Background: an optimization exercise with open tools, aiming at small area. Do not read the settings as production practice. The RTL was checked by simulation tests, not by an equivalence proof against the original design. The flow treats the clock pin as an ideal source, which a real chip does not have. Power figures rest on the tool's default switching activity, not on a simulated workload.

job 1246:
// top
module top(
    input  clk     ,
    input  rst     ,
    input  btnU    ,
    input  btnD    ,
    input  btnL    ,
    input  btnR    ,
    output       Hsync   ,
    output       Vsync   ,
    output [3:0] vgaRed  ,
    output [3:0] vgaGreen,
    output [3:0] vgaBlue
);
Size: about 0.010 mm2 of cells after synthesis.
Settings: LEC_CHECK=0, CAP_MARGIN=20, CORE_MARGIN=2, CORE_UTILIZATION=75, PLACE_DENSITY=0.85, SLEW_MARGIN=20, SYNTH_HIERARCHICAL=1; clock period 11.0 ns.
standard.sh (not shown) runs the stock make flow with config.mk's settings and CLKGATE_MAP_FILE= SYNTH_SCRIPT=/design/flow/synth_recipe.tcl, a recipe that flattens the netlist after the stock synthesis.
==> flow/flow/run.sh <==
#!/bin/bash
# The standard layout (the standard.sh: ORFS synthesis to finish) with
# these layout choices:
# - after synthesis, combinational cells that ABC sized above drive 1 are
#   set back to drive 1 (flow/downsize.tcl); the flow's repair steps size
#   up again wherever slew, capacitance or timing need it
# - clock tree: ORFS's CTS step run through flow/cts.py, with clkbuf_8
#   buffers, no dummy loads at the leaves and up to 30 sinks per H-tree leaf
# - port buffers: buf_1
# Synthesis, floorplan, power grid, taps, placement and routing are
# standard.sh unchanged. Each tool's output goes to a log file here.
set -e
export CTS_ARGS="-sink_clustering_enable -repair_clock_nets -buf_list sky130_fd_sc_hd__clkbuf_8 -dont_use_dummy_load"
export BUFFER_PORTS_ARGS="-buffer_cell sky130_fd_sc_hd__buf_1"
export CTS_MAX_LEAF_SINKS=30
bash standard.sh synth > synth.log 2>&1
DS_ODB=orfs/results/$FLOW_PLATFORM/top/base/1_synth.odb \
  openroad -no_init -exit flow/downsize.tcl > downsize.log 2>&1
bash standard.sh place > place.log 2>&1
bash standard.sh run RUN_SCRIPT=$PWD/flow/cts.py RUN_LOG_NAME_STEM=4_1_cts > cts.log 2>&1
bash standard.sh > standard.log 2>&1
==> flow/flow/cts.py <==
# Runs ORFS's own CTS step (scripts/cts.tcl, with CTS_ARGS from run.sh)
# after raising TritonCTS's limit on sinks per H-tree leaf from its default
# of 15, which has no Tcl option: with about 140 flip-flops the H-tree then
# stops one level earlier (8 leaf buffers instead of 16).
import os
from openroad import Design, Tech

tech = Tech()
design = Design(tech)
parms = design.getTritonCts().getParms()
parms.setNumMaxLeafSinks(int(os.environ.get("CTS_MAX_LEAF_SINKS", "30")))
print("CTS max leaf sinks:", parms.getNumMaxLeafSinks())
design.evalTclString("source $::env(SCRIPTS_DIR)/cts.tcl")
Other scripts of this flow, unchanged in this note and not shown: flow/flow/downsize.tcl
Here is what was changed in the inputs of job 2896 compared with job 1246.
Settings: PLACE_DENSITY now 0.75, was 0.85; CORE_UTILIZATION now 65, was 75.
-- flow/flow/run.sh --
<<< job 1246, line 13
export CTS_ARGS="-sink_clustering_enable -repair_clock_nets -buf_list sky130_fd_sc_hd__clkbuf_8 -dont_use_dummy_load"
>>> job 2896, line 13
export CTS_ARGS="-sink_clustering_enable -repair_clock_nets -root_buf sky130_fd_sc_hd__clkbuf_16 -tree_buf sky130_fd_sc_hd__clkbuf_8 -buf_list sky130_fd_sc_hd__clkbuf_8 -dont_use_dummy_load"
Job 2896 ran to completion and came out clean on the timing, DRC and antenna checks.
On placeable core region, job 2896 does worse than job 1246.
For the initial standard-cell utilization of the core, job 2896 came in 10 points lower than job 1246 did.
On non-filler instance count after layout: job 2896 sits above job 1246.
Input-level comparison between job 5508 and job 2896:
Settings: PLACE_DENSITY: 0.75 -> 0.65; CORE_UTILIZATION: 65 -> 55.
==> flow/flow/run.sh <==
#!/bin/bash
# The standard layout (the standard.sh: ORFS synthesis to finish) with
# three layout choices:
# - after synthesis, combinational cells that ABC sized above drive 1 are
#   set back to drive 1 (flow/downsize.tcl); the flow's repair steps size
#   up again wherever slew, capacitance or timing need it
# - clock tree: clkbuf_8 buffers and no dummy loads at the leaves
# - port buffers: buf_1
# Synthesis, floorplan, power grid, taps, placement and routing are
# standard.sh unchanged. Each tool's output goes to a log file here.
set -e
export CTS_ARGS="-sink_clustering_enable -repair_clock_nets -buf_list sky130_fd_sc_hd__clkbuf_8 -dont_use_dummy_load"
export BUFFER_PORTS_ARGS="-buffer_cell sky130_fd_sc_hd__buf_1"
bash standard.sh synth > synth.log 2>&1
DS_ODB=orfs/results/$FLOW_PLATFORM/top/base/1_synth.odb \
  openroad -no_init -exit flow/downsize.tcl > downsize.log 2>&1
bash standard.sh > standard.log 2>&1
removed: flow/flow/cts.py
==> comparison <==
As far as number of buffers added to fix hold violations after cts is concerned, job 2896 and job 5508 perform about the same. Global-route wire length before repair in job 5508 vs job 2896: up 2.7%. | global-route total usage across every layer | higher: job 2896 |. Of job 5508 and job 2896, the run reporting the higher met2 track demand over resource in global routing was job 2896. Height of the chip, job 5508 and job 2896: larger value in job 5508. Between job 5508 and job 2896, worst supply voltage drop on vdd is lower for job 5508, job 2896 comes in above that. Power drawn by the clock network: job 5508 vs job 2896 down about 2%. Re count of clock-buffer cells in the layout: job 5508 and job 2896 aren't equal, and the higher value belongs to job 5508. Delta (job 5508 minus job 2896): count of flip-flops and latches comparable, final worst-path setup slack has decreased, total length of routed wires grew by about 4%.
Setup changes, job 5508 to job 5095
Settings: swapping 55 for 75 in CORE_UTILIZATION; swapping 0.65 for 0.85 in PLACE_DENSITY.
-- flow/flow/run.sh --
<<< job 5508, line 3
# three layout choices:
>>> job 5095, line 3
# these layout choices:
<<< job 5508, line 7
# - clock tree: clkbuf_8 buffers and no dummy loads at the leaves
>>> job 5095, line 7
# - clock tree: ORFS's CTS step run through flow/cts.py, with clkbuf_8
#   buffers, no dummy loads at the leaves and up to 30 sinks per H-tree leaf
<<< job 5508, line 12
export CTS_ARGS="-sink_clustering_enable -repair_clock_nets -buf_list sky130_fd_sc_hd__clkbuf_8 -dont_use_dummy_load"
>>> job 5095, line 13
export CTS_ARGS="-sink_clustering_enable -repair_clock_nets -root_buf sky130_fd_sc_hd__clkbuf_16 -tree_buf sky130_fd_sc_hd__clkbuf_8 -buf_list sky130_fd_sc_hd__clkbuf_8 -dont_use_dummy_load"
<<< job 5508, line 14
>>> job 5095, line 15
export CTS_MAX_LEAF_SINKS=30
<<< job 5508, line 17
>>> job 5095, line 19
bash standard.sh place > place.log 2>&1
bash standard.sh run RUN_SCRIPT=$PWD/flow/cts.py RUN_LOG_NAME_STEM=4_1_cts > cts.log 2>&1
==> flow/flow/cts.py (new file) <==
# Runs ORFS's own CTS step (scripts/cts.tcl, with CTS_ARGS from run.sh)
# after raising TritonCTS's limit on sinks per H-tree leaf from its default
# of 15, which has no Tcl option: with about 140 flip-flops the H-tree then
# stops one level earlier (8 leaf buffers instead of 16).
import os
from openroad import Design, Tech

tech = Tech()
design = Design(tech)
parms = design.getTritonCts().getParms()
parms.setNumMaxLeafSinks(int(os.environ.get("CTS_MAX_LEAF_SINKS", "30")))
print("CTS max leaf sinks:", parms.getNumMaxLeafSinks())
design.evalTclString("source $::env(SCRIPTS_DIR)/cts.tcl")
Notes after the runs:
Job 5095 and job 5508 all finish clean. Cell count: job 5095 lower than job 5508. Job 5095 — final period demand of the worst path 310 ps lower, job 5508 as reference. Diff job 5508 -> job 5095 | die outline width | down by more than 10%. Between job 5095 and job 5508, the sequential share of layout area is higher for job 5095.
Modified inputs, job 3427 compared to job 5095
Settings: PLACE_DENSITY removed (was 0.85); CORE_UTILIZATION changed from 75 to 40.
==> flow/flow/run.sh <==
#!/bin/bash
# The standard layout (the standard.sh: ORFS synthesis to finish) with
# three layout choices:
# - after synthesis, combinational cells that ABC sized above drive 1 are
#   set back to drive 1 (flow/downsize.tcl); the flow's repair steps size
#   up again wherever slew, capacitance or timing need it
# - clock tree: clkbuf_8 buffers and no dummy loads at the leaves
# - port buffers: buf_1
# Synthesis, floorplan, power grid, taps, placement and routing are
# standard.sh unchanged. Each tool's output goes to a log file here.
set -e
export CTS_ARGS="-sink_clustering_enable -repair_clock_nets -buf_list sky130_fd_sc_hd__clkbuf_8 -dont_use_dummy_load"
export BUFFER_PORTS_ARGS="-buffer_cell sky130_fd_sc_hd__buf_1"
bash standard.sh synth > synth.log 2>&1
DS_ODB=orfs/results/$FLOW_PLATFORM/top/base/1_synth.odb \
  openroad -no_init -exit flow/downsize.tcl > downsize.log 2>&1
bash standard.sh > standard.log 2>&1
removed: flow/flow/cts.py
==> comparison <==
As far as count of multi-input combinational gates goes, job 3427 and job 5095 are indistinguishable; the numbers are identical.
Lower core utilization goes to job 3427 over job 5095.
Job 3427 ended up with a higher post-layout instance count excluding filler cells than job 5095 did.
Combinational power was lower in the run labelled job 3427.
Job 3427 does worse than job 5095 on final instance area.
Setup changes, job 3427 to job 1597
Settings: a change of CORE_UTILIZATION from 40 to 65; an added PLACE_DENSITY of 0.75.
==> results.txt <==
Against job 3427, cell area after layout in job 1597 fell slightly.
Between job 3427 and job 1597, the total chip power does not differ in any meaningful way.
In job 1597, sequential fraction of total cell area is higher than in job 3427.
Taking job 3427 as the reference point, the weighted congestion reported at the end of routability-driven placement of job 1597 rises by 8.2%.
For the routed length on met1, job 1597 came in 680 um lower than job 3427 did.
Delta (job 1597 minus job 3427): number of vias per cell after detailed routing now larger, global-route wire length before repair increased about 1.4%, sequential cell count essentially unchanged.
On die area, job 1597 does better than job 3427.
The lower post-route minimum period came out of job 3427.

==> separate check: timing with driven ports <==
How much do the figures lean on ideal ports? The routed layouts below were timed once more, with nothing changed but the port constraints. Step 1 assumes that a clkbuf_16 drives the clock port and a buf_2 every other input. Step 2 times the ports against the registers' clock, not the clock port: input delays grow and output delays shrink by t, the midpoint of the rising clock arrivals with the driver on. Three values: ideal, step 1, step 2; two values: the first two.
run	t, ns	slack for setup (ns)	worst hold slack (ns)	worst setup path after step 2
job 1246	0.430	1.946 / 1.946 / 1.946	0.369 / 0.369 / 0.369	register to register
job 2896	0.397	1.765 / 1.765 / 1.765	0.347 / 0.347 / 0.347	register to register
job 5508	0.467	1.648 / 1.648 / 1.648	0.361 / 0.361 / 0.361	register to register
job 5095	0.398	1.954 / 1.954 / 1.954	0.360 / 0.360 / 0.360	register to register
job 3427	0.460	1.924 / 1.924 / 1.924	0.344 / 0.344 / 0.344	register to register
job 1597	0.467	1.744 / 1.744 / 1.744	0.351 / 0.351 / 0.351	register to register
After both steps every run listed still meets setup and hold.
